Background: an optimization exercise with open tools, aiming at small area, a short achievable clock period and few clock cycles. Do not read the settings as production practice. In this exercise RTL edits were held to simulation tests only and were not proved equivalent to the original.

## flow/design.v (module list and top-level ports; edited modules follow where they fit)
// module M1: 753 lines
module M1 (
		input logic clk,
		input logic reset,
		input logic M1_start,
		input logic [15:0] SRAM_read_data,
		output logic [17:0] M1_SRAM_Address,
		output logic [15:0] M1_SRAM_write_data,
		output logic M1_Status,
		output logic M1_SRAM_we_n
);
  // ...
==> flow/run.sh <==
#!/bin/bash
# synth_recipe.tcl (not shown) runs the flow's synth.tcl, then flattens the netlist and writes it again
# the make line also repeats each setting of config.mk as NAME=value (left out here)
make -C /OpenROAD-flow-scripts/flow DESIGN_CONFIG=/design/flow/config.mk WORK_HOME=/design/flow/orfs CLKGATE_MAP_FILE= SYNTH_SCRIPT=/design/flow/synth_recipe.tcl finish
==> flow/config.mk <==
export PLATFORM = sky130hd
export DESIGN_NAME = M1
export DESIGN_NICKNAME = M1
export VERILOG_FILES = /design/flow/design.v
export SDC_FILE = /design/flow/constraint.sdc
export NUM_CORES = 4
export LEC_CHECK = 0
export CAP_MARGIN = 20
export CORE_MARGIN = 2
export CORE_UTILIZATION = 70
export CTS_CLUSTER_DIAMETER = 90
export CTS_CLUSTER_SIZE = 30
export SLEW_MARGIN = 20
==> flow/constraint.sdc <==
create_clock -name core_clock -period 13.0 [get_ports {clk}]
set_input_delay 2.6000 -clock core_clock [delete_from_list [all_inputs] [get_ports {clk}]]
set_output_delay 2.6000 -clock core_clock [all_outputs]
set_load 0.01 [all_outputs]
==> flow_metrics.env, run 1 <==
export IMPL_cts_path_max_buffers=3
export IMPL_use_met2_pct=52.9
export IMPL_place_area_um2=25800
export IMPL_reg2reg_slack_ps=8960
export IMPL_cts_tree="yes"
export IMPL_worst_pin_slew_ps=999
export IMPL_final_common_cell="inv_1"
export IMPL_multi_input_area_share_pct=48.3
export IMPL_fmaxAchievable_mhz=248
export IMPL_syn_nets=2641
export IMPL_multi_input_area_um2=12800
export IMPL_rows=68
export IMPL_drt_initial_drc_count=1133
export IMPL_r2r_start="k[0]$_SDFFE_PP0P_"
export IMPL_finalMaxSlewViolations=0
export IMPL_multi_input_gates=1315
export IMPL_globalRouteMet3Util_pct=3.38
export IMPL_status="no timing/DRC/antenna violations"
export IMPL_gp_congestion=0.945
export IMPL_port_buffers=54
export IMPL_drt_antenna_violating_nets=0
export IMPL_critical_path_max_stage_delay_ps=540
export IMPL_final_util_pct=76.1
export IMPL_numSequentialCells=385
export IMPL_crit_path_end="M1_Status"
export IMPL_relSlewSlack_pct=33.1
export IMPL_drive_gt1_share_pct=6.24
export IMPL_nets=2685
export IMPL_n_all_buffers=67
export IMPL_ys_top_cells_by_count="441 x inv_1, 246 x edfxtp_1, 225 x ha_1, 210 x fa_1, 135 x dfxtp_1"
export IMPL_numCtsBuffers=18
export IMPL_clock_cell_area_share_pct=2.21
export IMPL_synth_seq_cells=385
Testbench counts, summed over its fixed seeds: cycles 1,165,026.
==> module M1, before the edit <==
module M1 (
		input logic clk,
		input logic reset,
		input logic M1_start,
		input logic [15:0] SRAM_read_data,
		output logic [17:0] M1_SRAM_Address,
		output logic [15:0] M1_SRAM_write_data,
		output logic M1_Status,
		output logic M1_SRAM_we_n
);
localparam logic [17:0] U_START_ADDRESS = 18'd38400, V_START_ADDRESS = 18'd57600,
                        RGB_START_ADDRESS = 18'd146944;
logic        run, lead, done;    
logic [9:0]  pq;          
logic        dummy;       
logic        first;       
logic [6:0]  k;           
logic [15:0] yc;          
logic [17:0] ra;          
logic        chv;         
logic        start_r;
logic [7:0]  wu0, wu1, wu2, wu3, wu4, wu5, bufu;
logic [7:0]  wv0, wv1, wv2, wv3, wv4, wv5, bufv;
logic [7:0]  yb;          
logic [7:0]  yl;          
logic [22:0] yt;          
logic [8:0]  pu, pv;      
logic        qu, qv;      
logic [8:0]  pa, pb, pc;  
logic [20:0] ft;          
logic [70:0] res;         
logic [7:0]  b0h;
wire idle = ~run & ~lead & ~done;
wire p0 = pq[0], p1 = pq[1], p2 = pq[2], p3 = pq[3], p4 = pq[4];
wire p5 = pq[5], p6 = pq[6], p7 = pq[7], p8 = pq[8], p9 = pq[9];
wire inrow = (k <= 7'd77);      
wire last_grp = (k == 7'd79);
wire tail = (k == 7'd80);
wire last_row = (yc >= 16'd38400);
wire to_lead = dummy | (last_grp & ~last_row);
wire ys_1 = yb[7] ^ yb[5];
wire ys_2 = yb[7] & yb[5];
wire ys_3 = yb[6] ^ yb[4];
wire ys_4 = yb[6] & yb[4];
wire ys_5 = yb[7] ^ yb[5];
wire ys_6 = yb[7] & yb[5];
wire ys_7 = yb[4] ^ yb[2];
wire ys_8 = yb[4] & yb[2];
wire ys_9 = yb[5] ^ yb[3] ^ yb[1];
wire ys_10 = (yb[5] & yb[3]) | (yb[5] & yb[1]) | (yb[3] & yb[1]);
wire ys_11 = yb[6] ^ yb[4] ^ yb[2];
wire ys_12 = (yb[6] & yb[4]) | (yb[6] & yb[2]) | (yb[4] & yb[2]);
wire ys_13 = ~(yb[3] ^ yb[0]);
wire ys_14 = yb[3] | yb[0];
wire ys_15 = ~(yb[1] ^ ys_2);
wire ys_16 = yb[1] | ys_2;
wire ys_17 = ~(yb[2] ^ ys_4);
wire ys_18 = yb[2] | ys_4;
wire ys_19 = ~(yb[6] ^ yb[3]);
wire ys_20 = yb[6] | yb[3];
wire ys_21 = yb[7] ^ yb[4];
wire ys_22 = yb[7] & yb[4];
wire ys_23 = yb[2] ^ yb[0];
wire ys_24 = yb[2] & yb[0];
wire ys_25 = ~(yb[3] ^ yb[1]);
wire ys_26 = yb[3] | yb[1];
wire ys_27 = ~(yb[0] ^ ys_7);
wire ys_28 = yb[0] | ys_7;
wire ys_29 = ~(ys_8 ^ ys_9);
wire ys_30 = ys_8 | ys_9;
wire ys_31 = ~(ys_10 ^ ys_11);
wire ys_32 = ys_10 | ys_11;
wire ys_33 = ys_1 ^ ys_12 ^ ys_13;
wire ys_34 = (ys_1 & ys_12) | (ys_1 & ys_13) | (ys_12 & ys_13);
wire ys_35 = ys_3 ^ ys_14 ^ ys_15;
wire ys_36 = (ys_3 & ys_14) | (ys_3 & ys_15) | (ys_14 & ys_15);
wire ys_37 = ys_5 ^ ys_16 ^ ys_17;
wire ys_38 = (ys_5 & ys_16) | (ys_5 & ys_17) | (ys_16 & ys_17);
wire ys_39 = ys_6 ^ ys_18 ^ ys_19;
wire ys_40 = (ys_6 & ys_18) | (ys_6 & ys_19) | (ys_18 & ys_19);
wire ys_41 = ~(ys_20 ^ ys_21);
wire ys_42 = ys_20 | ys_21;
wire ys_43 = ~(yb[5] ^ ys_22);
wire ys_44 = yb[5] | ys_22;
wire ys_45 = ~(yb[6]);
wire ys_46 = yb[6];
wire ys_47 = ~(yb[7]);
wire ys_48 = yb[7];
wire [24:0] ys_ra = {1'b1, ys_46, ys_44, ys_42, ys_40, ys_38, ys_36, ys_34, ys_32, ys_30, ys_28, ys_26, ys_24, 1'b1, yb[1], ~yb[7], ~yb[6], ~yb[5], ~yb[4], ~yb[3], ~yb[2], ~yb[1], ~yb[0], 1'b0, 1'b0};
wire [24:0] ys_rb = {ys_48, ys_47, ys_45, ys_43, ys_41, ys_39, ys_37, ys_35, ys_33, ys_31, ys_29, ys_27, ys_25, ys_23, 1'b1, yb[0], 1'b0, 1'b0, 1'b0, 1'b0, 1'b0, 1'b0, 1'b1, 1'b0, 1'b0};
wire [24:0] yt_s = ys_ra + ys_rb;
wire sr_1 = yt[4] ^ ~pv[6];
wire sr_2 = yt[4] & ~pv[6];
wire sr_3 = yt[5] ^ ~pv[7] ^ pv[5];
wire sr_4 = (yt[5] & ~pv[7]) | (yt[5] & pv[5]) | (~pv[7] & pv[5]);
wire sr_5 = pv[3] ^ pv[0];
wire sr_6 = pv[3] & pv[0];
wire sr_7 = yt[6] ^ ~pv[8] ^ pv[6];
wire sr_8 = (yt[6] & ~pv[8]) | (yt[6] & pv[6]) | (~pv[8] & pv[6]);
wire sr_9 = pv[4] ^ pv[1];
wire sr_10 = pv[4] & pv[1];
wire sr_11 = yt[7] ^ pv[7] ^ pv[5];
wire sr_12 = (yt[7] & pv[7]) | (yt[7] & pv[5]) | (pv[7] & pv[5]);
wire sr_13 = yt[8] ^ pv[8] ^ pv[6];
wire sr_14 = (yt[8] & pv[8]) | (yt[8] & pv[6]) | (pv[8] & pv[6]);
wire sr_15 = yt[9] ^ pv[7] ^ pv[4];
wire sr_16 = (yt[9] & pv[7]) | (yt[9] & pv[4]) | (pv[7] & pv[4]);
wire sr_17 = yt[10] ^ pv[8] ^ pv[5];
wire sr_18 = (yt[10] & pv[8]) | (yt[10] & pv[5]) | (pv[8] & pv[5]);
wire sr_19 = yt[11] ^ pv[6];
wire sr_20 = yt[11] & pv[6];
wire sr_21 = yt[12] ^ pv[7];
wire sr_22 = yt[12] & pv[7];
wire sr_23 = yt[13] ^ pv[8] ^ ~pv[4];
wire sr_24 = (yt[13] & pv[8]) | (yt[13] & ~pv[4]) | (pv[8] & ~pv[4]);
wire sr_25 = pv[2] ^ ~pv[0];
wire sr_26 = pv[2] & ~pv[0];
wire sr_27 = yt[14] ^ ~pv[5] ^ pv[3];
wire sr_28 = (yt[14] & ~pv[5]) | (yt[14] & pv[3]) | (~pv[5] & pv[3]);
wire sr_29 = ~(~pv[1]);
wire sr_30 = ~pv[1];
wire sr_31 = yt[15] ^ ~pv[6] ^ pv[4];
wire sr_32 = (yt[15] & ~pv[6]) | (yt[15] & pv[4]) | (~pv[6] & pv[4]);
wire sr_33 = ~pv[2] ^ pv[0];
wire sr_34 = ~pv[2] & pv[0];
wire sr_35 = yt[16] ^ ~pv[7] ^ pv[5];
wire sr_36 = (yt[16] & ~pv[7]) | (yt[16] & pv[5]) | (~pv[7] & pv[5]);
wire sr_37 = ~pv[3] ^ pv[1];
wire sr_38 = ~pv[3] & pv[1];
wire sr_39 = yt[17] ^ ~pv[8] ^ pv[6];
wire sr_40 = (yt[17] & ~pv[8]) | (yt[17] & pv[6]) | (~pv[8] & pv[6]);
wire sr_41 = ~pv[4] ^ pv[2];
wire sr_42 = ~pv[4] & pv[2];
wire sr_43 = yt[18] ^ pv[7] ^ ~pv[5];
wire sr_44 = (yt[18] & pv[7]) | (yt[18] & ~pv[5]) | (pv[7] & ~pv[5]);
wire sr_45 = ~(pv[3]);
wire sr_46 = pv[3];
wire sr_47 = yt[19] ^ pv[8] ^ ~pv[6];
wire sr_48 = (yt[19] & pv[8]) | (yt[19] & ~pv[6]) | (pv[8] & ~pv[6]);
wire sr_49 = yt[2] ^ ~pv[4];
wire sr_50 = yt[2] & ~pv[4];
wire sr_51 = yt[3] ^ ~pv[5] ^ pv[3];
wire sr_52 = (yt[3] & ~pv[5]) | (yt[3] & pv[3]) | (~pv[5] & pv[3]);
wire sr_53 = ~(pv[4] ^ pv[2]);
wire sr_54 = pv[4] | pv[2];
wire sr_55 = ~(sr_2 ^ sr_3);
wire sr_56 = sr_2 | sr_3;
wire sr_57 = sr_4 ^ sr_6 ^ sr_7;
wire sr_58 = (sr_4 & sr_6) | (sr_4 & sr_7) | (sr_6 & sr_7);
wire sr_59 = pv[2] ^ sr_8 ^ sr_10;
wire sr_60 = (pv[2] & sr_8) | (pv[2] & sr_10) | (sr_8 & sr_10);
wire sr_61 = ~(pv[3] ^ sr_12);
wire sr_62 = pv[3] | sr_12;
wire sr_63 = ~(~pv[0] ^ sr_14);
wire sr_64 = ~pv[0] | sr_14;
wire sr_65 = ~(~pv[1] ^ sr_16);
wire sr_66 = ~pv[1] | sr_16;
wire sr_67 = ~pv[2] ^ pv[0] ^ sr_18;
wire sr_68 = (~pv[2] & pv[0]) | (~pv[2] & sr_18) | (pv[0] & sr_18);
wire sr_69 = ~pv[3] ^ pv[1] ^ sr_20;
wire sr_70 = (~pv[3] & pv[1]) | (~pv[3] & sr_20) | (pv[1] & sr_20);
wire sr_71 = ~(sr_22 ^ sr_23);
wire sr_72 = sr_22 | sr_23;
wire sr_73 = sr_24 ^ sr_26 ^ sr_27;
wire sr_74 = (sr_24 & sr_26) | (sr_24 & sr_27) | (sr_26 & sr_27);
wire sr_75 = sr_28 ^ sr_30 ^ sr_31;
wire sr_76 = (sr_28 & sr_30) | (sr_28 & sr_31) | (sr_30 & sr_31);
wire sr_77 = sr_32 ^ sr_34 ^ sr_35;
wire sr_78 = (sr_32 & sr_34) | (sr_32 & sr_35) | (sr_34 & sr_35);
wire sr_79 = sr_36 ^ sr_38 ^ sr_39;
wire sr_80 = (sr_36 & sr_38) | (sr_36 & sr_39) | (sr_38 & sr_39);
wire sr_81 = sr_40 ^ sr_42 ^ sr_43;
wire sr_82 = (sr_40 & sr_42) | (sr_40 & sr_43) | (sr_42 & sr_43);
wire sr_83 = pv[4] ^ sr_44 ^ sr_46;
wire sr_84 = (pv[4] & sr_44) | (pv[4] & sr_46) | (sr_44 & sr_46);
wire sr_85 = yt[20] ^ ~pv[7] ^ pv[5];
wire sr_86 = (yt[20] & ~pv[7]) | (yt[20] & pv[5]) | (~pv[7] & pv[5]);
wire sr_87 = yt[21] ^ ~pv[8];
wire sr_88 = yt[21] & ~pv[8];
wire sr_89 = yt[0] ^ ~pv[2];
wire sr_90 = yt[0] & ~pv[2];
wire sr_91 = yt[1] ^ ~pv[3] ^ pv[1];
wire sr_92 = (yt[1] & ~pv[3]) | (yt[1] & pv[1]) | (~pv[3] & pv[1]);
wire sr_93 = pv[2] ^ pv[0] ^ sr_49;
wire sr_94 = (pv[2] & pv[0]) | (pv[2] & sr_49) | (pv[0] & sr_49);
wire sr_95 = pv[1] ^ sr_50 ^ sr_51;
wire sr_96 = (pv[1] & sr_50) | (pv[1] & sr_51) | (sr_50 & sr_51);
wire sr_97 = sr_1 ^ sr_52 ^ sr_53;
wire sr_98 = (sr_1 & sr_52) | (sr_1 & sr_53) | (sr_52 & sr_53);
wire sr_99 = sr_5 ^ sr_54 ^ sr_55;
wire sr_100 = (sr_5 & sr_54) | (sr_5 & sr_55) | (sr_54 & sr_55);
wire sr_101 = sr_9 ^ sr_56 ^ sr_57;
wire sr_102 = (sr_9 & sr_56) | (sr_9 & sr_57) | (sr_56 & sr_57);
wire sr_103 = sr_11 ^ sr_58 ^ sr_59;
wire sr_104 = (sr_11 & sr_58) | (sr_11 & sr_59) | (sr_58 & sr_59);
wire sr_105 = sr_13 ^ sr_60 ^ sr_61;
wire sr_106 = (sr_13 & sr_60) | (sr_13 & sr_61) | (sr_60 & sr_61);
wire sr_107 = sr_15 ^ sr_62 ^ sr_63;
wire sr_108 = (sr_15 & sr_62) | (sr_15 & sr_63) | (sr_62 & sr_63);
wire sr_109 = sr_17 ^ sr_64 ^ sr_65;
wire sr_110 = (sr_17 & sr_64) | (sr_17 & sr_65) | (sr_64 & sr_65);
wire sr_111 = sr_19 ^ sr_66 ^ sr_67;
wire sr_112 = (sr_19 & sr_66) | (sr_19 & sr_67) | (sr_66 & sr_67);
wire sr_113 = sr_21 ^ sr_68 ^ sr_69;
wire sr_114 = (sr_21 & sr_68) | (sr_21 & sr_69) | (sr_68 & sr_69);
wire sr_115 = sr_25 ^ sr_70 ^ sr_71;
wire sr_116 = (sr_25 & sr_70) | (sr_25 & sr_71) | (sr_70 & sr_71);
wire sr_117 = sr_29 ^ sr_72 ^ sr_73;
wire sr_118 = (sr_29 & sr_72) | (sr_29 & sr_73) | (sr_72 & sr_73);
wire sr_119 = sr_33 ^ sr_74 ^ sr_75;
wire sr_120 = (sr_33 & sr_74) | (sr_33 & sr_75) | (sr_74 & sr_75);
wire sr_121 = sr_37 ^ sr_76 ^ sr_77;
wire sr_122 = (sr_37 & sr_76) | (sr_37 & sr_77) | (sr_76 & sr_77);
wire sr_123 = sr_41 ^ sr_78 ^ sr_79;
wire sr_124 = (sr_41 & sr_78) | (sr_41 & sr_79) | (sr_78 & sr_79);
wire sr_125 = sr_45 ^ sr_80 ^ sr_81;
wire sr_126 = (sr_45 & sr_80) | (sr_45 & sr_81) | (sr_80 & sr_81);
wire sr_127 = sr_47 ^ sr_82 ^ sr_83;
wire sr_128 = (sr_47 & sr_82) | (sr_47 & sr_83) | (sr_82 & sr_83);
wire sr_129 = sr_48 ^ sr_84 ^ sr_85;
wire sr_130 = (sr_48 & sr_84) | (sr_48 & sr_85) | (sr_84 & sr_85);
wire sr_131 = pv[6] ^ sr_86 ^ sr_87;
wire sr_132 = (pv[6] & sr_86) | (pv[6] & sr_87) | (sr_86 & sr_87);
wire sr_133 = yt[22] ^ pv[7] ^ sr_88;
wire sr_134 = (yt[22] & pv[7]) | (yt[22] & sr_88) | (pv[7] & sr_88);
wire sr_135 = ~(pv[8]);
wire sr_136 = pv[8];
wire [26:0] sr_ra = {1'b1, sr_134, sr_132, sr_130, sr_128, sr_126, sr_124, sr_122, sr_120, sr_118, sr_116, sr_114, sr_112, sr_110, sr_108, sr_106, sr_104, sr_102, sr_100, sr_98, sr_96, sr_94, sr_92, sr_90, pv[0], ~pv[1], ~pv[0]};
wire [26:0] sr_rb = {sr_136, sr_135, sr_133, sr_131, sr_129, sr_127, sr_125, sr_123, sr_121, sr_119, sr_117, sr_115, sr_113, sr_111, sr_109, sr_107, sr_105, sr_103, sr_101, sr_99, sr_97, sr_95, sr_93, sr_91, sr_89, 1'b0, 1'b1};
wire sg_1 = yt[13] ^ ~pu[5];
wire sg_2 = yt[13] & ~pu[5];
wire sg_3 = yt[14] ^ ~pu[6] ^ pu[3];
wire sg_4 = (yt[14] & ~pu[6]) | (yt[14] & pu[3]) | (~pu[6] & pu[3]);
wire sg_5 = yt[15] ^ ~pu[7] ^ pu[4];
wire sg_6 = (yt[15] & ~pu[7]) | (yt[15] & pu[4]) | (~pu[7] & pu[4]);
wire sg_7 = yt[16] ^ ~pu[8] ^ pu[5];
wire sg_8 = (yt[16] & ~pu[8]) | (yt[16] & pu[5]) | (~pu[8] & pu[5]);
wire sg_9 = yt[17] ^ pu[6];
wire sg_10 = yt[17] & pu[6];
wire sg_11 = yt[18] ^ pu[7];
wire sg_12 = yt[18] & pu[7];
wire sg_13 = yt[19] ^ pu[8];
wire sg_14 = yt[19] & pu[8];
wire sg_15 = yt[3] ^ pu[2];
wire sg_16 = yt[3] & pu[2];
wire sg_17 = yt[4] ^ pu[3] ^ ~pu[1];
wire sg_18 = (yt[4] & pu[3]) | (yt[4] & ~pu[1]) | (pu[3] & ~pu[1]);
wire sg_19 = yt[5] ^ pu[4] ^ ~pu[2];
wire sg_20 = (yt[5] & pu[4]) | (yt[5] & ~pu[2]) | (pu[4] & ~pu[2]);
wire sg_21 = yt[6] ^ pu[5] ^ ~pu[3];
wire sg_22 = (yt[6] & pu[5]) | (yt[6] & ~pu[3]) | (pu[5] & ~pu[3]);
wire sg_23 = ~pv[8] ^ ~pv[3];
wire sg_24 = ~pv[8] & ~pv[3];
wire sg_25 = yt[7] ^ pu[6] ^ ~pu[4];
wire sg_26 = (yt[7] & pu[6]) | (yt[7] & ~pu[4]) | (pu[6] & ~pu[4]);
wire sg_27 = ~(~pv[4]);
wire sg_28 = ~pv[4];
wire sg_29 = yt[8] ^ pu[7] ^ ~pu[5];
wire sg_30 = (yt[8] & pu[7]) | (yt[8] & ~pu[5]) | (pu[7] & ~pu[5]);
wire sg_31 = ~(~pu[0] ^ ~pv[5]);
wire sg_32 = ~pu[0] | ~pv[5];
wire sg_33 = yt[9] ^ pu[8] ^ ~pu[6];
wire sg_34 = (yt[9] & pu[8]) | (yt[9] & ~pu[6]) | (pu[8] & ~pu[6]);
wire sg_35 = ~(~pu[1] ^ ~pv[6]);
wire sg_36 = ~pu[1] | ~pv[6];
wire sg_37 = yt[10] ^ ~pu[7] ^ ~pu[2];
wire sg_38 = (yt[10] & ~pu[7]) | (yt[10] & ~pu[2]) | (~pu[7] & ~pu[2]);
wire sg_39 = ~pv[7] ^ ~pv[0];
wire sg_40 = ~pv[7] & ~pv[0];
wire sg_41 = yt[11] ^ ~pu[8] ^ ~pu[3];
wire sg_42 = (yt[11] & ~pu[8]) | (yt[11] & ~pu[3]) | (~pu[8] & ~pu[3]);
wire sg_43 = pu[0] ^ ~pv[8] ^ ~pv[1];
wire sg_44 = (pu[0] & ~pv[8]) | (pu[0] & ~pv[1]) | (~pv[8] & ~pv[1]);
wire sg_45 = yt[12] ^ ~pu[4] ^ pu[1];
wire sg_46 = (yt[12] & ~pu[4]) | (yt[12] & pu[1]) | (~pu[4] & pu[1]);
wire sg_47 = ~pv[2] ^ pv[0];
wire sg_48 = ~pv[2] & pv[0];
wire sg_49 = pu[2] ^ ~pu[0] ^ ~pv[3];
wire sg_50 = (pu[2] & ~pu[0]) | (pu[2] & ~pv[3]) | (~pu[0] & ~pv[3]);
wire sg_51 = ~(pv[1] ^ sg_1);
wire sg_52 = pv[1] | sg_1;
wire sg_53 = ~pu[1] ^ ~pv[4] ^ pv[2];
wire sg_54 = (~pu[1] & ~pv[4]) | (~pu[1] & pv[2]) | (~pv[4] & pv[2]);
wire sg_55 = ~pv[0] ^ sg_2 ^ sg_3;
wire sg_56 = (~pv[0] & sg_2) | (~pv[0] & sg_3) | (sg_2 & sg_3);
wire sg_57 = ~pu[2] ^ ~pv[5] ^ pv[3];
wire sg_58 = (~pu[2] & ~pv[5]) | (~pu[2] & pv[3]) | (~pv[5] & pv[3]);
wire sg_59 = ~pv[1] ^ sg_4 ^ sg_5;
wire sg_60 = (~pv[1] & sg_4) | (~pv[1] & sg_5) | (sg_4 & sg_5);
wire sg_61 = ~pu[3] ^ ~pv[6] ^ pv[4];
wire sg_62 = (~pu[3] & ~pv[6]) | (~pu[3] & pv[4]) | (~pv[6] & pv[4]);
wire sg_63 = ~pv[2] ^ sg_6 ^ sg_7;
wire sg_64 = (~pv[2] & sg_6) | (~pv[2] & sg_7) | (sg_6 & sg_7);
wire sg_65 = ~pu[4] ^ ~pv[7] ^ pv[5];
wire sg_66 = (~pu[4] & ~pv[7]) | (~pu[4] & pv[5]) | (~pv[7] & pv[5]);
wire sg_67 = ~pv[3] ^ sg_8 ^ sg_9;
wire sg_68 = (~pv[3] & sg_8) | (~pv[3] & sg_9) | (sg_8 & sg_9);
wire sg_69 = ~pu[5] ^ ~pv[8] ^ pv[6];
wire sg_70 = (~pu[5] & ~pv[8]) | (~pu[5] & pv[6]) | (~pv[8] & pv[6]);
wire sg_71 = ~pv[4] ^ sg_10 ^ sg_11;
wire sg_72 = (~pv[4] & sg_10) | (~pv[4] & sg_11) | (sg_10 & sg_11);
wire sg_73 = ~pu[6] ^ pv[7] ^ ~pv[5];
wire sg_74 = (~pu[6] & pv[7]) | (~pu[6] & ~pv[5]) | (pv[7] & ~pv[5]);
wire sg_75 = ~(sg_12 ^ sg_13);
wire sg_76 = sg_12 | sg_13;
wire sg_77 = yt[20] ^ ~pu[7] ^ pv[8];
wire sg_78 = (yt[20] & ~pu[7]) | (yt[20] & pv[8]) | (~pu[7] & pv[8]);
wire sg_79 = ~(~pv[6] ^ sg_14);
wire sg_80 = ~pv[6] | sg_14;
wire sg_81 = yt[21] ^ ~pu[8];
wire sg_82 = yt[21] & ~pu[8];
wire sg_83 = ~pu[0] ^ ~pv[5];
wire sg_84 = ~pu[0] & ~pv[5];
wire sg_85 = ~pv[6] ^ ~pv[1] ^ sg_16;
wire sg_86 = (~pv[6] & ~pv[1]) | (~pv[6] & sg_16) | (~pv[1] & sg_16);
wire sg_87 = ~pv[7] ^ ~pv[2] ^ sg_18;
wire sg_88 = (~pv[7] & ~pv[2]) | (~pv[7] & sg_18) | (~pv[2] & sg_18);
wire sg_89 = ~(sg_20 ^ sg_21);
wire sg_90 = sg_20 | sg_21;
wire sg_91 = sg_22 ^ sg_24 ^ sg_25;
wire sg_92 = (sg_22 & sg_24) | (sg_22 & sg_25) | (sg_24 & sg_25);
wire sg_93 = sg_26 ^ sg_28 ^ sg_29;
wire sg_94 = (sg_26 & sg_28) | (sg_26 & sg_29) | (sg_28 & sg_29);
wire sg_95 = sg_30 ^ sg_32 ^ sg_33;
wire sg_96 = (sg_30 & sg_32) | (sg_30 & sg_33) | (sg_32 & sg_33);
wire sg_97 = sg_34 ^ sg_36 ^ sg_37;
wire sg_98 = (sg_34 & sg_36) | (sg_34 & sg_37) | (sg_36 & sg_37);
wire sg_99 = sg_38 ^ sg_40 ^ sg_41;
wire sg_100 = (sg_38 & sg_40) | (sg_38 & sg_41) | (sg_40 & sg_41);
wire sg_101 = sg_42 ^ sg_44 ^ sg_45;
wire sg_102 = (sg_42 & sg_44) | (sg_42 & sg_45) | (sg_44 & sg_45);
wire sg_103 = sg_46 ^ sg_48 ^ sg_49;
wire sg_104 = (sg_46 & sg_48) | (sg_46 & sg_49) | (sg_48 & sg_49);
wire sg_105 = sg_50 ^ sg_52 ^ sg_53;
wire sg_106 = (sg_50 & sg_52) | (sg_50 & sg_53) | (sg_52 & sg_53);
wire sg_107 = sg_54 ^ sg_56 ^ sg_57;
wire sg_108 = (sg_54 & sg_56) | (sg_54 & sg_57) | (sg_56 & sg_57);
wire sg_109 = sg_58 ^ sg_60 ^ sg_61;
wire sg_110 = (sg_58 & sg_60) | (sg_58 & sg_61) | (sg_60 & sg_61);
wire sg_111 = sg_62 ^ sg_64 ^ sg_65;
wire sg_112 = (sg_62 & sg_64) | (sg_62 & sg_65) | (sg_64 & sg_65);
wire sg_113 = sg_66 ^ sg_68 ^ sg_69;
wire sg_114 = (sg_66 & sg_68) | (sg_66 & sg_69) | (sg_68 & sg_69);
wire sg_115 = sg_70 ^ sg_72 ^ sg_73;
wire sg_116 = (sg_70 & sg_72) | (sg_70 & sg_73) | (sg_72 & sg_73);
wire sg_117 = sg_74 ^ sg_76 ^ sg_77;
wire sg_118 = (sg_74 & sg_76) | (sg_74 & sg_77) | (sg_76 & sg_77);
wire sg_119 = ~pv[7] ^ sg_78 ^ sg_80;
wire sg_120 = (~pv[7] & sg_78) | (~pv[7] & sg_80) | (sg_78 & sg_80);
wire sg_121 = ~(yt[22] ^ ~pv[8]);
wire sg_122 = yt[22] | ~pv[8];
wire sg_123 = yt[1] ^ pu[0];
wire sg_124 = yt[1] & pu[0];
wire sg_125 = yt[2] ^ pu[1] ^ ~pv[4];
wire sg_126 = (yt[2] & pu[1]) | (yt[2] & ~pv[4]) | (pu[1] & ~pv[4]);
wire sg_127 = ~pv[0] ^ sg_15 ^ sg_83;
wire sg_128 = (~pv[0] & sg_15) | (~pv[0] & sg_83) | (sg_15 & sg_83);
wire sg_129 = sg_17 ^ sg_84 ^ sg_85;
wire sg_130 = (sg_17 & sg_84) | (sg_17 & sg_85) | (sg_84 & sg_85);
wire sg_131 = sg_19 ^ sg_86 ^ sg_87;
wire sg_132 = (sg_19 & sg_86) | (sg_19 & sg_87) | (sg_86 & sg_87);
wire sg_133 = sg_23 ^ sg_88 ^ sg_89;
wire sg_134 = (sg_23 & sg_88) | (sg_23 & sg_89) | (sg_88 & sg_89);
wire sg_135 = sg_27 ^ sg_90 ^ sg_91;
wire sg_136 = (sg_27 & sg_90) | (sg_27 & sg_91) | (sg_90 & sg_91);
wire sg_137 = sg_31 ^ sg_92 ^ sg_93;
wire sg_138 = (sg_31 & sg_92) | (sg_31 & sg_93) | (sg_92 & sg_93);
wire sg_139 = sg_35 ^ sg_94 ^ sg_95;
wire sg_140 = (sg_35 & sg_94) | (sg_35 & sg_95) | (sg_94 & sg_95);
wire sg_141 = sg_39 ^ sg_96 ^ sg_97;
wire sg_142 = (sg_39 & sg_96) | (sg_39 & sg_97) | (sg_96 & sg_97);
wire sg_143 = sg_43 ^ sg_98 ^ sg_99;
wire sg_144 = (sg_43 & sg_98) | (sg_43 & sg_99) | (sg_98 & sg_99);
wire sg_145 = sg_47 ^ sg_100 ^ sg_101;
wire sg_146 = (sg_47 & sg_100) | (sg_47 & sg_101) | (sg_100 & sg_101);
wire sg_147 = sg_51 ^ sg_102 ^ sg_103;
wire sg_148 = (sg_51 & sg_102) | (sg_51 & sg_103) | (sg_102 & sg_103);
wire sg_149 = sg_55 ^ sg_104 ^ sg_105;
wire sg_150 = (sg_55 & sg_104) | (sg_55 & sg_105) | (sg_104 & sg_105);
wire sg_151 = sg_59 ^ sg_106 ^ sg_107;
wire sg_152 = (sg_59 & sg_106) | (sg_59 & sg_107) | (sg_106 & sg_107);
wire sg_153 = sg_63 ^ sg_108 ^ sg_109;
wire sg_154 = (sg_63 & sg_108) | (sg_63 & sg_109) | (sg_108 & sg_109);
wire sg_155 = sg_67 ^ sg_110 ^ sg_111;
wire sg_156 = (sg_67 & sg_110) | (sg_67 & sg_111) | (sg_110 & sg_111);
wire sg_157 = sg_71 ^ sg_112 ^ sg_113;
wire sg_158 = (sg_71 & sg_112) | (sg_71 & sg_113) | (sg_112 & sg_113);
wire sg_159 = sg_75 ^ sg_114 ^ sg_115;
wire sg_160 = (sg_75 & sg_114) | (sg_75 & sg_115) | (sg_114 & sg_115);
wire sg_161 = sg_79 ^ sg_116 ^ sg_117;
wire sg_162 = (sg_79 & sg_116) | (sg_79 & sg_117) | (sg_116 & sg_117);
wire sg_163 = sg_81 ^ sg_118 ^ sg_119;
wire sg_164 = (sg_81 & sg_118) | (sg_81 & sg_119) | (sg_118 & sg_119);
wire sg_165 = sg_82 ^ sg_120 ^ sg_121;
wire sg_166 = (sg_82 & sg_120) | (sg_82 & sg_121) | (sg_120 & sg_121);
wire [26:0] sg_ra = {1'b1, sg_122, sg_164, sg_162, sg_160, sg_158, sg_156, sg_154, sg_152, sg_150, sg_148, sg_146, sg_144, sg_142, sg_140, sg_138, sg_136, sg_134, sg_132, sg_130, sg_128, sg_126, sg_124, ~pv[3], yt[0], ~pv[1], ~pv[0]};
wire [26:0] sg_rb = {1'b0, sg_166, sg_165, sg_163, sg_161, sg_159, sg_157, sg_155, sg_153, sg_151, sg_149, sg_147, sg_145, sg_143, sg_141, sg_139, sg_137, sg_135, sg_133, sg_131, sg_129, sg_127, sg_125, sg_123, ~pv[2], 1'b0, 1'b1};
wire sb_1 = yt[4] ^ ~pu[6];
wire sb_2 = yt[4] & ~pu[6];
wire sb_3 = yt[5] ^ ~pu[7] ^ ~pu[5];
wire sb_4 = (yt[5] & ~pu[7]) | (yt[5] & ~pu[5]) | (~pu[7] & ~pu[5]);
wire sb_5 = pu[2] ^ pu[0];
wire sb_6 = pu[2] & pu[0];
wire sb_7 = yt[6] ^ ~pu[8] ^ ~pu[6];
wire sb_8 = (yt[6] & ~pu[8]) | (yt[6] & ~pu[6]) | (~pu[8] & ~pu[6]);
wire sb_9 = pu[3] ^ pu[1];
wire sb_10 = pu[3] & pu[1];
wire sb_11 = yt[7] ^ ~pu[7] ^ pu[4];
wire sb_12 = (yt[7] & ~pu[7]) | (yt[7] & pu[4]) | (~pu[7] & pu[4]);
wire sb_13 = yt[8] ^ ~pu[8] ^ pu[5];
wire sb_14 = (yt[8] & ~pu[8]) | (yt[8] & pu[5]) | (~pu[8] & pu[5]);
wire sb_15 = yt[9] ^ pu[6] ^ pu[4];
wire sb_16 = (yt[9] & pu[6]) | (yt[9] & pu[4]) | (pu[6] & pu[4]);
wire sb_17 = yt[10] ^ pu[7];
wire sb_18 = yt[10] & pu[7];
wire sb_19 = yt[11] ^ pu[8];
wire sb_20 = yt[11] & pu[8];
wire sb_21 = yt[0] ^ ~pu[2];
wire sb_22 = yt[0] & ~pu[2];
wire sb_23 = yt[1] ^ ~pu[3];
wire sb_24 = yt[1] & ~pu[3];
wire sb_25 = yt[2] ^ ~pu[4];
wire sb_26 = yt[2] & ~pu[4];
wire sb_27 = yt[3] ^ ~pu[5] ^ ~pu[3];
wire sb_28 = (yt[3] & ~pu[5]) | (yt[3] & ~pu[3]) | (~pu[5] & ~pu[3]);
wire sb_29 = ~(~pu[4] ^ pu[1]);
wire sb_30 = ~pu[4] | pu[1];
wire sb_31 = ~(sb_2 ^ sb_3);
wire sb_32 = sb_2 | sb_3;
wire sb_33 = sb_4 ^ sb_6 ^ sb_7;
wire sb_34 = (sb_4 & sb_6) | (sb_4 & sb_7) | (sb_6 & sb_7);
wire sb_35 = pu[2] ^ sb_8 ^ sb_10;
wire sb_36 = (pu[2] & sb_8) | (pu[2] & sb_10) | (sb_8 & sb_10);
wire sb_37 = pu[3] ^ pu[0] ^ sb_12;
wire sb_38 = (pu[3] & pu[0]) | (pu[3] & sb_12) | (pu[0] & sb_12);
wire sb_39 = ~(pu[1] ^ sb_14);
wire sb_40 = pu[1] | sb_14;
wire sb_41 = pu[5] ^ pu[2] ^ sb_16;
wire sb_42 = (pu[5] & pu[2]) | (pu[5] & sb_16) | (pu[2] & sb_16);
wire sb_43 = pu[6] ^ pu[3] ^ sb_18;
wire sb_44 = (pu[6] & pu[3]) | (pu[6] & sb_18) | (pu[3] & sb_18);
wire sb_45 = yt[12] ^ pu[7] ^ pu[4];
wire sb_46 = (yt[12] & pu[7]) | (yt[12] & pu[4]) | (pu[7] & pu[4]);
wire sb_47 = yt[13] ^ pu[8];
wire sb_48 = yt[13] & pu[8];
wire sb_49 = yt[14] ^ pu[6];
wire sb_50 = yt[14] & pu[6];
wire sb_51 = yt[15] ^ pu[7] ^ pu[0];
wire sb_52 = (yt[15] & pu[7]) | (yt[15] & pu[0]) | (pu[7] & pu[0]);
wire sb_53 = yt[16] ^ pu[8];
wire sb_54 = yt[16] & pu[8];
wire sb_55 = yt[17] ^ pu[2];
wire sb_56 = yt[17] & pu[2];
wire sb_57 = ~(~pu[0]);
wire sb_58 = ~pu[0];
wire sb_59 = ~pu[1] ^ sb_22 ^ sb_23;
wire sb_60 = (~pu[1] & sb_22) | (~pu[1] & sb_23) | (sb_22 & sb_23);
wire sb_61 = ~pu[2] ^ sb_24 ^ sb_25;
wire sb_62 = (~pu[2] & sb_24) | (~pu[2] & sb_25) | (sb_24 & sb_25);
wire sb_63 = pu[0] ^ sb_26 ^ sb_27;
wire sb_64 = (pu[0] & sb_26) | (pu[0] & sb_27) | (sb_26 & sb_27);
wire sb_65 = sb_1 ^ sb_28 ^ sb_29;
wire sb_66 = (sb_1 & sb_28) | (sb_1 & sb_29) | (sb_28 & sb_29);
wire sb_67 = sb_5 ^ sb_30 ^ sb_31;
wire sb_68 = (sb_5 & sb_30) | (sb_5 & sb_31) | (sb_30 & sb_31);
wire sb_69 = sb_9 ^ sb_32 ^ sb_33;
wire sb_70 = (sb_9 & sb_32) | (sb_9 & sb_33) | (sb_32 & sb_33);
wire sb_71 = sb_11 ^ sb_34 ^ sb_35;
wire sb_72 = (sb_11 & sb_34) | (sb_11 & sb_35) | (sb_34 & sb_35);
wire sb_73 = sb_13 ^ sb_36 ^ sb_37;
wire sb_74 = (sb_13 & sb_36) | (sb_13 & sb_37) | (sb_36 & sb_37);
wire sb_75 = sb_15 ^ sb_38 ^ sb_39;
wire sb_76 = (sb_15 & sb_38) | (sb_15 & sb_39) | (sb_38 & sb_39);
wire sb_77 = sb_17 ^ sb_40 ^ sb_41;
wire sb_78 = (sb_17 & sb_40) | (sb_17 & sb_41) | (sb_40 & sb_41);
wire sb_79 = sb_19 ^ sb_42 ^ sb_43;
wire sb_80 = (sb_19 & sb_42) | (sb_19 & sb_43) | (sb_42 & sb_43);
wire sb_81 = sb_20 ^ sb_44 ^ sb_45;
wire sb_82 = (sb_20 & sb_44) | (sb_20 & sb_45) | (sb_44 & sb_45);
wire sb_83 = pu[5] ^ sb_46 ^ sb_47;
wire sb_84 = (pu[5] & sb_46) | (pu[5] & sb_47) | (sb_46 & sb_47);
wire sb_85 = ~(sb_48 ^ sb_49);
wire sb_86 = sb_48 | sb_49;
wire sb_87 = ~(sb_50 ^ sb_51);
wire sb_88 = sb_50 | sb_51;
wire sb_89 = pu[1] ^ sb_52 ^ sb_53;
wire sb_90 = (pu[1] & sb_52) | (pu[1] & sb_53) | (sb_52 & sb_53);
wire sb_91 = ~(sb_54 ^ sb_55);
wire sb_92 = sb_54 | sb_55;
wire sb_93 = yt[18] ^ pu[3] ^ sb_56;
wire sb_94 = (yt[18] & pu[3]) | (yt[18] & sb_56) | (pu[3] & sb_56);
wire sb_95 = ~(yt[19] ^ pu[4]);
wire sb_96 = yt[19] | pu[4];
wire sb_97 = ~(yt[20] ^ pu[5]);
wire sb_98 = yt[20] | pu[5];
wire sb_99 = ~(yt[21] ^ pu[6]);
wire sb_100 = yt[21] | pu[6];
wire sb_101 = yt[22] ^ pu[7];
wire sb_102 = yt[22] & pu[7];
wire sb_103 = ~(pu[8]);
wire sb_104 = pu[8];
wire [26:0] sb_ra = {1'b1, sb_102, sb_100, sb_98, sb_96, sb_94, sb_92, sb_90, sb_88, sb_86, sb_84, sb_82, sb_80, sb_78, sb_76, sb_74, sb_72, sb_70, sb_68, sb_66, sb_64, sb_62, sb_60, sb_58, sb_21, ~pu[1], ~pu[0]};
wire [26:0] sb_rb = {sb_104, sb_103, sb_101, sb_99, sb_97, sb_95, sb_93, sb_91, sb_89, sb_87, sb_85, sb_83, sb_81, sb_79, sb_77, sb_75, sb_73, sb_71, sb_69, sb_67, sb_65, sb_63, sb_61, sb_59, sb_57, 1'b0, 1'b1};
wire fs_1 = pa[7] ^ pa[5];
wire fs_2 = pa[7] & pa[5];
wire fs_3 = pa[8] ^ pa[6];
wire fs_4 = pa[8] & pa[6];
wire fs_5 = pa[4] ^ pa[2];
wire fs_6 = pa[4] & pa[2];
wire fs_7 = pa[5] ^ pa[3] ^ pa[1];
wire fs_8 = (pa[5] & pa[3]) | (pa[5] & pa[1]) | (pa[3] & pa[1]);
wire fs_9 = ~pb[3] ^ ~pb[1] ^ ~pb[0];
wire fs_10 = (~pb[3] & ~pb[1]) | (~pb[3] & ~pb[0]) | (~pb[1] & ~pb[0]);
wire fs_11 = pa[6] ^ pa[4] ^ pa[2];
wire fs_12 = (pa[6] & pa[4]) | (pa[6] & pa[2]) | (pa[4] & pa[2]);
wire fs_13 = ~pb[4] ^ ~pb[2] ^ ~pb[1];
wire fs_14 = (~pb[4] & ~pb[2]) | (~pb[4] & ~pb[1]) | (~pb[2] & ~pb[1]);
wire fs_15 = pa[3] ^ ~pb[5] ^ ~pb[3];
wire fs_16 = (pa[3] & ~pb[5]) | (pa[3] & ~pb[3]) | (~pb[5] & ~pb[3]);
wire fs_17 = ~pb[2] ^ ~pc[7] ^ pc[2];
wire fs_18 = (~pb[2] & ~pc[7]) | (~pb[2] & pc[2]) | (~pc[7] & pc[2]);
wire fs_19 = ~(pc[0]);
wire fs_20 = pc[0];
wire fs_21 = pa[4] ^ ~pb[6] ^ ~pb[4];
wire fs_22 = (pa[4] & ~pb[6]) | (pa[4] & ~pb[4]) | (~pb[6] & ~pb[4]);
wire fs_23 = ~pb[3] ^ ~pc[8] ^ pc[3];
wire fs_24 = (~pb[3] & ~pc[8]) | (~pb[3] & pc[3]) | (~pc[8] & pc[3]);
wire fs_25 = pc[1] ^ fs_2 ^ fs_3;
wire fs_26 = (pc[1] & fs_2) | (pc[1] & fs_3) | (fs_2 & fs_3);
wire fs_27 = pa[7] ^ pa[5] ^ ~pb[7];
wire fs_28 = (pa[7] & pa[5]) | (pa[7] & ~pb[7]) | (pa[5] & ~pb[7]);
wire fs_29 = ~pb[5] ^ ~pb[4] ^ pc[4];
wire fs_30 = (~pb[5] & ~pb[4]) | (~pb[5] & pc[4]) | (~pb[4] & pc[4]);
wire fs_31 = ~(pc[2] ^ fs_4);
wire fs_32 = pc[2] | fs_4;
wire fs_33 = pa[8] ^ pa[6] ^ ~pb[8];
wire fs_34 = (pa[8] & pa[6]) | (pa[8] & ~pb[8]) | (pa[6] & ~pb[8]);
wire fs_35 = ~pb[6] ^ ~pb[5] ^ pc[5];
wire fs_36 = (~pb[6] & ~pb[5]) | (~pb[6] & pc[5]) | (~pb[5] & pc[5]);
wire fs_37 = ~(pc[3]);
wire fs_38 = pc[3];
wire fs_39 = pa[7] ^ ~pb[7] ^ ~pb[6];
wire fs_40 = (pa[7] & ~pb[7]) | (pa[7] & ~pb[6]) | (~pb[7] & ~pb[6]);
wire fs_41 = pa[8] ^ ~pb[8];
wire fs_42 = pa[8] & ~pb[8];
wire fs_43 = pa[2] ^ pa[0];
wire fs_44 = pa[2] & pa[0];
wire fs_45 = pa[3] ^ pa[1];
wire fs_46 = pa[3] & pa[1];
wire fs_47 = pa[0] ^ ~pb[2] ^ ~pb[0];
wire fs_48 = (pa[0] & ~pb[2]) | (pa[0] & ~pb[0]) | (~pb[2] & ~pb[0]);
wire fs_49 = ~(~pc[4]);
wire fs_50 = ~pc[4];
wire fs_51 = ~(~pc[5] ^ pc[0]);
wire fs_52 = ~pc[5] | pc[0];
wire fs_53 = fs_6 ^ fs_7 ^ fs_9;
wire fs_54 = (fs_6 & fs_7) | (fs_6 & fs_9) | (fs_7 & fs_9);
wire fs_55 = ~pc[6] ^ pc[1] ^ fs_8;
wire fs_56 = (~pc[6] & pc[1]) | (~pc[6] & fs_8) | (pc[1] & fs_8);
wire fs_57 = fs_10 ^ fs_11 ^ fs_13;
wire fs_58 = (fs_10 & fs_11) | (fs_10 & fs_13) | (fs_11 & fs_13);
wire fs_59 = fs_1 ^ fs_12 ^ fs_14;
wire fs_60 = (fs_1 & fs_12) | (fs_1 & fs_14) | (fs_12 & fs_14);
wire fs_61 = fs_15 ^ fs_17 ^ fs_19;
wire fs_62 = (fs_15 & fs_17) | (fs_15 & fs_19) | (fs_17 & fs_19);
wire fs_63 = fs_16 ^ fs_18 ^ fs_20;
wire fs_64 = (fs_16 & fs_18) | (fs_16 & fs_20) | (fs_18 & fs_20);
wire fs_65 = fs_21 ^ fs_23 ^ fs_25;
wire fs_66 = (fs_21 & fs_23) | (fs_21 & fs_25) | (fs_23 & fs_25);
wire fs_67 = fs_22 ^ fs_24 ^ fs_26;
wire fs_68 = (fs_22 & fs_24) | (fs_22 & fs_26) | (fs_24 & fs_26);
wire fs_69 = fs_27 ^ fs_29 ^ fs_31;
wire fs_70 = (fs_27 & fs_29) | (fs_27 & fs_31) | (fs_29 & fs_31);
wire fs_71 = fs_28 ^ fs_30 ^ fs_32;
wire fs_72 = (fs_28 & fs_30) | (fs_28 & fs_32) | (fs_30 & fs_32);
wire fs_73 = fs_33 ^ fs_35 ^ fs_37;
wire fs_74 = (fs_33 & fs_35) | (fs_33 & fs_37) | (fs_35 & fs_37);
wire fs_75 = pc[6] ^ pc[4] ^ fs_34;
wire fs_76 = (pc[6] & pc[4]) | (pc[6] & fs_34) | (pc[4] & fs_34);
wire fs_77 = fs_36 ^ fs_38 ^ fs_39;
wire fs_78 = (fs_36 & fs_38) | (fs_36 & fs_39) | (fs_38 & fs_39);
wire fs_79 = ~pb[7] ^ pc[7] ^ pc[5];
wire fs_80 = (~pb[7] & pc[7]) | (~pb[7] & pc[5]) | (pc[7] & pc[5]);
wire fs_81 = ~(fs_40 ^ fs_41);
wire fs_82 = fs_40 | fs_41;
wire fs_83 = ~pb[8] ^ pc[8] ^ pc[6];
wire fs_84 = (~pb[8] & pc[8]) | (~pb[8] & pc[6]) | (pc[8] & pc[6]);
wire fs_85 = ~pb[0] ^ ~pc[2];
wire fs_86 = ~pb[0] & ~pc[2];
wire fs_87 = ~pb[1] ^ ~pc[3] ^ fs_44;
wire fs_88 = (~pb[1] & ~pc[3]) | (~pb[1] & fs_44) | (~pc[3] & fs_44);
wire fs_89 = fs_5 ^ fs_46 ^ fs_47;
wire fs_90 = (fs_5 & fs_46) | (fs_5 & fs_47) | (fs_46 & fs_47);
wire fs_91 = fs_48 ^ fs_50 ^ fs_51;
wire fs_92 = (fs_48 & fs_50) | (fs_48 & fs_51) | (fs_50 & fs_51);
wire fs_93 = fs_52 ^ fs_54 ^ fs_55;
wire fs_94 = (fs_52 & fs_54) | (fs_52 & fs_55) | (fs_54 & fs_55);
wire fs_95 = fs_56 ^ fs_58 ^ fs_59;
wire fs_96 = (fs_56 & fs_58) | (fs_56 & fs_59) | (fs_58 & fs_59);
wire fs_97 = fs_60 ^ fs_62 ^ fs_63;
wire fs_98 = (fs_60 & fs_62) | (fs_60 & fs_63) | (fs_62 & fs_63);
wire fs_99 = fs_64 ^ fs_66 ^ fs_67;
wire fs_100 = (fs_64 & fs_66) | (fs_64 & fs_67) | (fs_66 & fs_67);
wire fs_101 = fs_68 ^ fs_70 ^ fs_71;
wire fs_102 = (fs_68 & fs_70) | (fs_68 & fs_71) | (fs_70 & fs_71);
wire fs_103 = fs_72 ^ fs_74 ^ fs_75;
wire fs_104 = (fs_72 & fs_74) | (fs_72 & fs_75) | (fs_74 & fs_75);
wire fs_105 = fs_76 ^ fs_78 ^ fs_79;
wire fs_106 = (fs_76 & fs_78) | (fs_76 & fs_79) | (fs_78 & fs_79);
wire fs_107 = fs_42 ^ fs_80 ^ fs_82;
wire fs_108 = (fs_42 & fs_80) | (fs_42 & fs_82) | (fs_80 & fs_82);
wire fs_109 = pa[0] ^ ~pc[0];
wire fs_110 = pa[0] & ~pc[0];
wire fs_111 = pa[1] ^ ~pc[1];
wire fs_112 = pa[1] & ~pc[1];
wire fs_113 = ~(fs_43 ^ fs_85);
wire fs_114 = fs_43 | fs_85;
wire fs_115 = fs_45 ^ fs_86 ^ fs_87;
wire fs_116 = (fs_45 & fs_86) | (fs_45 & fs_87) | (fs_86 & fs_87);
wire fs_117 = fs_49 ^ fs_88 ^ fs_89;
wire fs_118 = (fs_49 & fs_88) | (fs_49 & fs_89) | (fs_88 & fs_89);
wire fs_119 = fs_53 ^ fs_90 ^ fs_91;
wire fs_120 = (fs_53 & fs_90) | (fs_53 & fs_91) | (fs_90 & fs_91);
wire fs_121 = fs_57 ^ fs_92 ^ fs_93;
wire fs_122 = (fs_57 & fs_92) | (fs_57 & fs_93) | (fs_92 & fs_93);
wire fs_123 = fs_61 ^ fs_94 ^ fs_95;
wire fs_124 = (fs_61 & fs_94) | (fs_61 & fs_95) | (fs_94 & fs_95);
wire fs_125 = fs_65 ^ fs_96 ^ fs_97;
wire fs_126 = (fs_65 & fs_96) | (fs_65 & fs_97) | (fs_96 & fs_97);
wire fs_127 = fs_69 ^ fs_98 ^ fs_99;
wire fs_128 = (fs_69 & fs_98) | (fs_69 & fs_99) | (fs_98 & fs_99);
wire fs_129 = fs_73 ^ fs_100 ^ fs_101;
wire fs_130 = (fs_73 & fs_100) | (fs_73 & fs_101) | (fs_100 & fs_101);
wire fs_131 = fs_77 ^ fs_102 ^ fs_103;
wire fs_132 = (fs_77 & fs_102) | (fs_77 & fs_103) | (fs_102 & fs_103);
wire fs_133 = fs_81 ^ fs_104 ^ fs_105;
wire fs_134 = (fs_81 & fs_104) | (fs_81 & fs_105) | (fs_104 & fs_105);
wire fs_135 = fs_83 ^ fs_106 ^ fs_107;
wire fs_136 = (fs_83 & fs_106) | (fs_83 & fs_107) | (fs_106 & fs_107);
wire fs_137 = pc[7] ^ fs_84 ^ fs_108;
wire fs_138 = (pc[7] & fs_84) | (pc[7] & fs_108) | (fs_84 & fs_108);
wire fs_139 = ~(pc[8]);
wire fs_140 = pc[8];
wire [17:0] fs_ra = {1'b1, 1'b1, fs_138, fs_136, fs_134, fs_132, fs_130, fs_128, fs_126, fs_124, fs_122, fs_120, fs_118, fs_116, fs_114, fs_112, fs_110, 1'b1};
wire [17:0] fs_rb = {1'b0, fs_140, fs_139, fs_137, fs_135, fs_133, fs_131, fs_129, fs_127, fs_125, fs_123, fs_121, fs_119, fs_117, fs_115, fs_113, fs_111, fs_109};
function automatic [7:0] clip(input [10:0] s);
	clip = s[10] ? 8'd0 : (|s[9:8]) ? 8'd255 : s[7:0];
endfunction
wire rq_u = res[1], rq_v = res[0];
wire [10:0] s_r = res[70:60] + res[59:49] + {10'd0, res[48]};
wire [10:0] s_g = res[47:37] + res[36:26] + {10'd0, res[25]};
wire [10:0] s_b = res[24:14] + res[13:3] + {10'd0, res[2]};
wire [7:0] c_r = rq_v ? 8'd0 : clip(s_r);
wire [7:0] c_g = (rq_u | rq_v) ? 8'd0 : clip(s_g);
wire [7:0] c_b = rq_u ? 8'd0 : clip(s_b);
wire nx_rd_y = run & (p2 | p6);
wire nx_rd_u = (run & (p0 | (p9 & to_lead))) | (lead & p3);
wire nx_rd_v = (run & p1) | (lead & (p0 | p4));
wire nx_wr_cur  = run & ~dummy & ~tail & (p5 | p7 | p8);
wire nx_wr_prev = ~first & ((run & ((p9 & ~to_lead) | p3 | p4)) | (lead & p8));
wire nx_wr   = nx_wr_cur | nx_wr_prev;
wire [1:0] uv_d = lead ? {1'b0, p3 | p4} : (p9 ? 2'd0 : 2'd2);
wire [17:0] uv_base = (nx_rd_u ? U_START_ADDRESS : V_START_ADDRESS) + {16'd0, uv_d};
wire [17:0] nx_uva = uv_base + {3'd0, yc[15:1]};
always_ff @(posedge clk) begin
	if (nx_rd_y)                  M1_SRAM_Address <= {2'b00, yc};
	else if (nx_rd_u | nx_rd_v)   M1_SRAM_Address <= nx_uva;
	else                          M1_SRAM_Address <= ra;
	if (run & (p3 | p7))      M1_SRAM_write_data <= {b0h, c_r};
	else if (run & (p4 | p8)) M1_SRAM_write_data <= {c_g, c_b};
	else                      M1_SRAM_write_data <= {c_r, c_g};
	M1_SRAM_we_n <= ~nx_wr;
	M1_Status <= (run & p4 & tail) | (done & M1_Status);
end
always_ff @(posedge clk or negedge reset) begin
	if (~reset) begin
		start_r <= 1'b0; run <= 1'b0; lead <= 1'b0; done <= 1'b0;
	end else begin
		start_r <= M1_start;
		if (idle) begin
			if (start_r) run <= 1'b1;
		end else if (run) begin
			if (p5 & tail) begin run <= 1'b0; done <= 1'b1; end
			if (p9 & to_lead) begin run <= 1'b0; lead <= 1'b1; end
		end else if (lead) begin
			if (p8) begin lead <= 1'b0; run <= 1'b1; end
		end
	end
end
always_ff @(posedge clk) begin
	chv <= run & (p2 | p6);
	if (nx_rd_y) yc <= yc + 16'd1;
	if (nx_wr) ra <= ra + 18'd1;
	if (idle) begin
		dummy <= 1'b1; first <= 1'b1; pq <= 10'b0001000000; k <= 7'd0;
		yc <= 16'd0; ra <= RGB_START_ADDRESS;
	end else if (run) begin
		if (p5 & ~dummy) first <= 1'b0;
		if (p9) begin
			if (to_lead) begin dummy <= 1'b0; k <= 7'd0; end
			else k <= k + 7'd1;
		end
		pq <= {pq[8:0], pq[9]};
	end else if (lead) begin
		if (p8) pq <= 10'd1;
		else pq <= {pq[8:0], pq[9]};
	end
end
wire shu     = run ? (p3 | p9) : (lead & (p2 | p3 | p4 | p5 | p6 | p7));
wire shu_bus = run ? (p3 & inrow) : (lead & (p2 | p6));
wire shu_buf = run ? (p9 & inrow) : (lead & (p5 | p7));
wire shv     = run ? (p4 | p9) : (lead & (p3 | p4 | p5 | p6 | p7 | p8));
wire shv_bus = run ? (p4 & inrow) : (lead & (p3 | p7));
wire shv_buf = run ? (p9 & inrow) : (lead & (p6 | p8));
wire [7:0] nu = shu_bus ? SRAM_read_data[15:8] : shu_buf ? bufu : wu5;
wire [7:0] nv = shv_bus ? SRAM_read_data[15:8] : shv_buf ? bufv : wv5;
always_ff @(posedge clk) begin
	if (shu) begin wu0 <= wu1; wu1 <= wu2; wu2 <= wu3; wu3 <= wu4; wu4 <= wu5; wu5 <= nu; end
	if (shu_bus) bufu <= SRAM_read_data[7:0];
	if (shv) begin wv0 <= wv1; wv1 <= wv2; wv2 <= wv3; wv3 <= wv4; wv4 <= wv5; wv5 <= nv; end
	if (shv_bus) bufv <= SRAM_read_data[7:0];
end
wire [7:0] fa = chv ? wv0 : wu0;
wire [7:0] fb = chv ? wv1 : wu1;
wire [7:0] fc = chv ? wv2 : wu2;
wire [7:0] fd = chv ? wv3 : wu3;
wire [7:0] fe = chv ? wv4 : wu4;
wire [7:0] ff = chv ? wv5 : wu5;
always_ff @(posedge clk) begin
	pa <= {1'b0, fa} + {1'b0, ff};
	pb <= {1'b0, fb} + {1'b0, fe};
	pc <= {1'b0, fc} + {1'b0, fd};
end
wire ld_even = run & (p0 | p6);
wire [8:0] nu9 = ld_even ? {1'b0, wu2} : fir_t[8:0];
wire [8:0] nv9 = ld_even ? {1'b0, wv2} : fir_t[8:0];
wire [8:0]  fs_lo = {1'b0, fs_ra[7:0]} + {1'b0, fs_rb[7:0]};
wire [16:0] sr_lo = {1'b0, sr_ra[15:0]} + {1'b0, sr_rb[15:0]};
wire [16:0] sg_lo = {1'b0, sg_ra[15:0]} + {1'b0, sg_rb[15:0]};
wire [16:0] sb_lo = {1'b0, sb_ra[15:0]} + {1'b0, sb_rb[15:0]};
wire [9:0]  fir_t = ft[20:11] + ft[10:1] + {9'd0, ft[0]};
always_ff @(posedge clk) begin
	ft <= {fs_ra[17:8], fs_rb[17:8], fs_lo[8]};
	if (ld_even | (run & (p4 | p8))) begin pu <= nu9; qu <= ~ld_even & fir_t[9]; end
	if (ld_even | (run & (p5 | p9))) begin pv <= nv9; qv <= ~ld_even & fir_t[9]; end
	if (run & (p5 | p9)) begin yb <= SRAM_read_data[15:8]; yl <= SRAM_read_data[7:0]; end
	else if (run & (p4 | p8)) yb <= yl;
	if (run & (p3 | p5 | p7 | p9)) yt <= yt_s[24:2];
	if (run & (p0 | p4 | p6 | p8)) res <= {sr_ra[26:16], sr_rb[26:16], sr_lo[16], sg_ra[26:16], sg_rb[26:16], sg_lo[16],
	                                          sb_ra[26:16], sb_rb[26:16], sb_lo[16], qu, qv};
	if (run & (p5 | p9)) b0h <= c_b;
end
endmodule
==> run 2: changes to the inputs <==
--- a/flow/design.v
+++ b/flow/design.v
@@ -35,11 +35,14 @@
 wire idle = ~run & ~lead & ~done;
 wire p0 = pq[0], p1 = pq[1], p2 = pq[2], p3 = pq[3], p4 = pq[4];
 wire p5 = pq[5], p6 = pq[6], p7 = pq[7], p8 = pq[8], p9 = pq[9];
-wire inrow = (k <= 7'd77);      
-wire last_grp = (k == 7'd79);
-wire tail = (k == 7'd80);
-wire last_row = (yc >= 16'd38400);
-wire to_lead = dummy | (last_grp & ~last_row);
+logic inrow;       
+logic tail;        
+logic to_lead;     
+always_ff @(posedge clk) begin
+	inrow <= (k <= 7'd77);
+	tail <= (k == 7'd80);
+	to_lead <= dummy | ((k == 7'd79) & (yc < 16'd38400));
+end
 wire ys_1 = yb[7] ^ yb[5];
 wire ys_2 = yb[7] & yb[5];
 wire ys_3 = yb[6] ^ yb[4];
--- a/flow/config.mk
+++ b/flow/config.mk
@@ -7,7 +7,7 @@
 export LEC_CHECK = 0
 export CAP_MARGIN = 20
 export CORE_MARGIN = 2
-export CORE_UTILIZATION = 70
-export CTS_CLUSTER_DIAMETER = 90
-export CTS_CLUSTER_SIZE = 30
+export CORE_UTILIZATION = 75
+export CTS_CLUSTER_DIAMETER = 120
+export CTS_CLUSTER_SIZE = 28
 export SLEW_MARGIN = 20
==> run 2 against run 1 <==
Net effect:
- routed wire length is 2.8% lower
- cell count is 0.30% lower
- via count is 1.2% higher
- critical path type is now reg -> reg
==> flow_metrics.env, run 2 <==
export IMPL_status="no timing/DRC/antenna violations"
export IMPL_crit_type="reg -> reg"
export IMPL_root_buffer="clkbuf_16"
export IMPL_insertion_delay_ps=540
export IMPL_antenna_found_initial=0
export IMPL_port_buffers=54
export IMPL_top_regs="res x67, yt x23"
export IMPL_cts_sinks=388
export IMPL_final_area_um2=26300
export IMPL_required_ps=13460
export IMPL_crit_buf_inv=2
export IMPL_critical_path_max_stage_delay_ps=1000
export IMPL_synth_compound_area_share_pct=8.80
export IMPL_grtUsageTotal_pct=31.4
export IMPL_drt_antenna_violating_nets=0
export IMPL_maxCapViolations=0
export IMPL_cts_resized=0
export IMPL_dr_pass1_iters=5
export IMPL_fin_tns_setup_ps=0
export IMPL_ys_top_cells_by_count="436 x inv_1, 246 x edfxtp_1, 224 x ha_1, 210 x fa_1, 138 x dfxtp_1"
export IMPL_path_cells="clkinv_1 -> o21ai_0 -> inv_1 -> ha_1 -> nand4_1 -> o31a_1 -> o21bai_1 -> a21oi_1 -> o21bai_1 -> a21o_1 -> a211o_1 -> a31oi_1"
export IMPL_crit_path_end="M1_SRAM_Address[15]$_DFF_P_"
export IMPL_dp_cells=2657
export IMPL_ys_seq_area_share_pct=41.5
export IMPL_crit_path_end_kind="register"
export IMPL_fin_crit_sh_pct=33.4
export IMPL_place_area_um2=25800
export IMPL_synth_seq_cells=388
export IMPL_netlist_instances=2185
export IMPL_rr_endpoint="M1_SRAM_Address[15]$_DFF_P_"
export IMPL_worstSetupStartpoint="run$_DFFE_PN0P_"
export IMPL_cp_start_kind="register"
export IMPL_cts_setup_buffers=0
export IMPL_grt_max_degree=68
export IMPL_fp_dieH_um=185
export IMPL_postSynthAreaPerCell_um2=11.3
export IMPL_final_util_pct=81.2
export IMPL_synth_edff_count=246
export IMPL_dp_hpwl_mm=40.8
export IMPL_cts_tree="yes"
export IMPL_io_pins=55
export IMPL_cts_path_max_buffers=3
export IMPL_setup_violations=0
export IMPL_yosys_area_share_simple_pct=7.33
export IMPL_cp_slowest_cell="dfrtp_1"
export IMPL_regMostFlops="res"
export IMPL_die_x_um=185
export IMPL_finalMaxSlewViolations=0
export IMPL_synth_top_family_by_area="adder cells"
export IMPL_drt_initial_drc_count=1288
export IMPL_period_needed_ps=4340
export IMPL_r2r_start="run$_DFFE_PN0P_"
export IMPL_dr_total_vias=15854
export IMPL_grt_overflow=0
export IMPL_syn2layout_area_growth_pct=6.64
export IMPL_worstSetupPathDepth=12
export IMPL_drc=0
export IMPL_worstRegToRegCells=12
export IMPL_cts_clk_slew_worst_paths_ps=100
export IMPL_synth_ff_type="edfxtp_1"
export IMPL_worstPathMaxFanout=31
export IMPL_cts_htree_levels=1
export IMPL_rsz0062_at_grt="false"
export IMPL_drive_gt1_share_pct=5.69
export IMPL_netlist_area_leader_share_pct=29.9
export IMPL_final_common_cell="inv_1"
export IMPL_fin_hold_ws_ps=397
export IMPL_nFillCells=1965
export IMPL_fin_skew_ps=31.2
export IMPL_largest_register_ffs=67
export IMPL_numCtsBuffers=18
export IMPL_nets=2689
export IMPL_ys_warn_count=1
export IMPL_reg2reg_slack_ps=8660
export IMPL_rows=66
export IMPL_synth_most_common_cell="inv_1"
export IMPL_hold_path_class="reg -> reg"
export IMPL_drt_wl_total_mm=52.1
export IMPL_gp_congestion=0.927
export IMPL_relSlewSlack_pct=34.8
export IMPL_syn_nets=2638
export IMPL_grt_pass1_vias=15965
export IMPL_wl_per_cell_um=19.4
export IMPL_ctsHoldBuffers=0
export IMPL_finalNonFillerCells=2690
export IMPL_synthXorXnorAreaFrac_pct=3.37
export IMPL_synthArstFlopShare_pct=1.03
export IMPL_core_area_um2=32500
export IMPL_critical_path_most_common_cell="o21bai_1"
export IMPL_hold_viol_final=0
export IMPL_cp_arrival_ps=4810
export IMPL_worst_pin_slew_ps=978
export IMPL_start_util_pct=76.1
export IMPL_final_cell_mix="436 x inv_1, 246 x edfxtp_1, 224 x ha_1, 210 x fa_1, 137 x dfxtp_1"
export IMPL_antenna_cells=0
export IMPL_synth_area_leader_cell="edfxtp_1"
export IMPL_vias_per_cell=5.89
export IMPL_die_area_um2=34400
export IMPL_synth_area_um2=24700
export IMPL_fmaxAchievable_mhz=230
export IMPL_synth_area_leaders="edfxtp_1 30%, fa_1 17%, ha_1 11%"
export IMPL_synthAdderAreaFrac_pct=28.4
export IMPL_path_delay_family="compound AO/OA/AOI/OAI gates"
export IMPL_muxShareOfSynthArea_pct=3.33
export IMPL_grt_pass1_wl_mm=82.4
export IMPL_ys_types=81
-- run 2: changes by cell type in the layout (fill, tap and decap cells not counted), moves of 8 or more --
cell      previous run  this run
o21ai_1             22         8
nand2_1             94       111
a21oi_1             76        93
o221ai_1             0         8
nor3_1               8        24
a211oi_1            15         7
-- run 2: worst min path at each step --
stage                    endpoint  slack [ps]  cells after the start     startpoint
floorplan           ft[9]$_DFF_P_         360                      0  pc[8]$_DFF_P_
global placement    ft[9]$_DFF_P_         380                      0  pc[8]$_DFF_P_
detailed placement  ft[9]$_DFF_P_         380                      0  pc[8]$_DFF_P_
CTS                 ft[9]$_DFF_P_         400                      0  pc[8]$_DFF_P_
global route        ft[9]$_DFF_P_         410                      0  pc[8]$_DFF_P_
finish              ft[9]$_DFF_P_         400                      0  pc[8]$_DFF_P_
-- run 2: worst register-to-register path: stages, from the launching register on --
cell and delay [ps]:
dfrtp_1 1000, clkinv_1 570, o21ai_0 760, inv_1 190
ha_1 350, nand4_1 120, o31a_1 180, o21bai_1 70
a21oi_1 220, o21bai_1 130, a21o_1 190, a211o_1 290
a31oi_1 190
-- run 2: through the flow --
step	setup WS, ps
2_1_floorplan	8460
3_3_place_gp	9010
3_5_place_dp	8790
4_1_cts	8760
5_1_grt	8310
6_report	8660
-- run 2: routing by layer --
metal	wire length [um]	share of wire (%)	global-route usage (%)	vias to the layer above
met5	0	0	0	-
met4	1750	3.4	10.3	0
met3	2770	5.3	3.58	133
met1	21100	40	40.8	7871
met2	26500	51	55.3	489
li1	-	-	-	7361
-- run 2: area by class of cell --
type,instances,area (um^2),area share [%]
Tap cell,442,553,2.10
Timing Repair Buffer,68,649,2.47
Sequential cell,388,10300,38.9
Multi-Input combinational cell,1322,12700,48.2
Clock buffer,29,492,1.87
Clock inverter,3,55.1,0.209
Inverter,438,1640,6.24
-- run 2: logic make-up after synthesis --
group,after synthesis
buf+inv,475
fa+ha+maj,434
flops,388
simple gates,382
compound gates,337
xor+xnor,95
mux,74
Testbench counts of run 2, summed over its fixed seeds: cycles 1,165,026.

afterwards: timing with drivers on the ports:
In the flow no input, the clock included, has a driving cell. The finished layouts below were timed again as built, in two steps.
Step 1 (the two cells are an assumption about what drives the block):
set clk [get_ports {clk}]
set_driving_cell -lib_cell sky130_fd_sc_hd__clkbuf_16 $clk
set_driving_cell -lib_cell sky130_fd_sc_hd__buf_2 [delete_from_list [all_inputs] $clk]
Step 2 times the ports against the registers' clock, not the clock port: input delays grow and output delays shrink by t, the midpoint of the rising clock arrivals with the driver on.
Three values: ideal, step 1, step 2; two values: the first two.
run | t, ns | setup slack, ns | worst hold slack (ns) | worst setup path after step 2 | latest minus earliest clock arrival (ns)
run 1 | 0.593 | 8.965 / 8.906 / 8.966 | 0.395 / 0.395 / 0.395 | register to register | 0.027 / 0.027
run 2 | 0.587 | 8.657 / 8.657 / 8.657 | 0.397 / 0.397 / 0.397 | register to register | 0.036 / 0.035
After both steps every run listed still meets setup and hold.
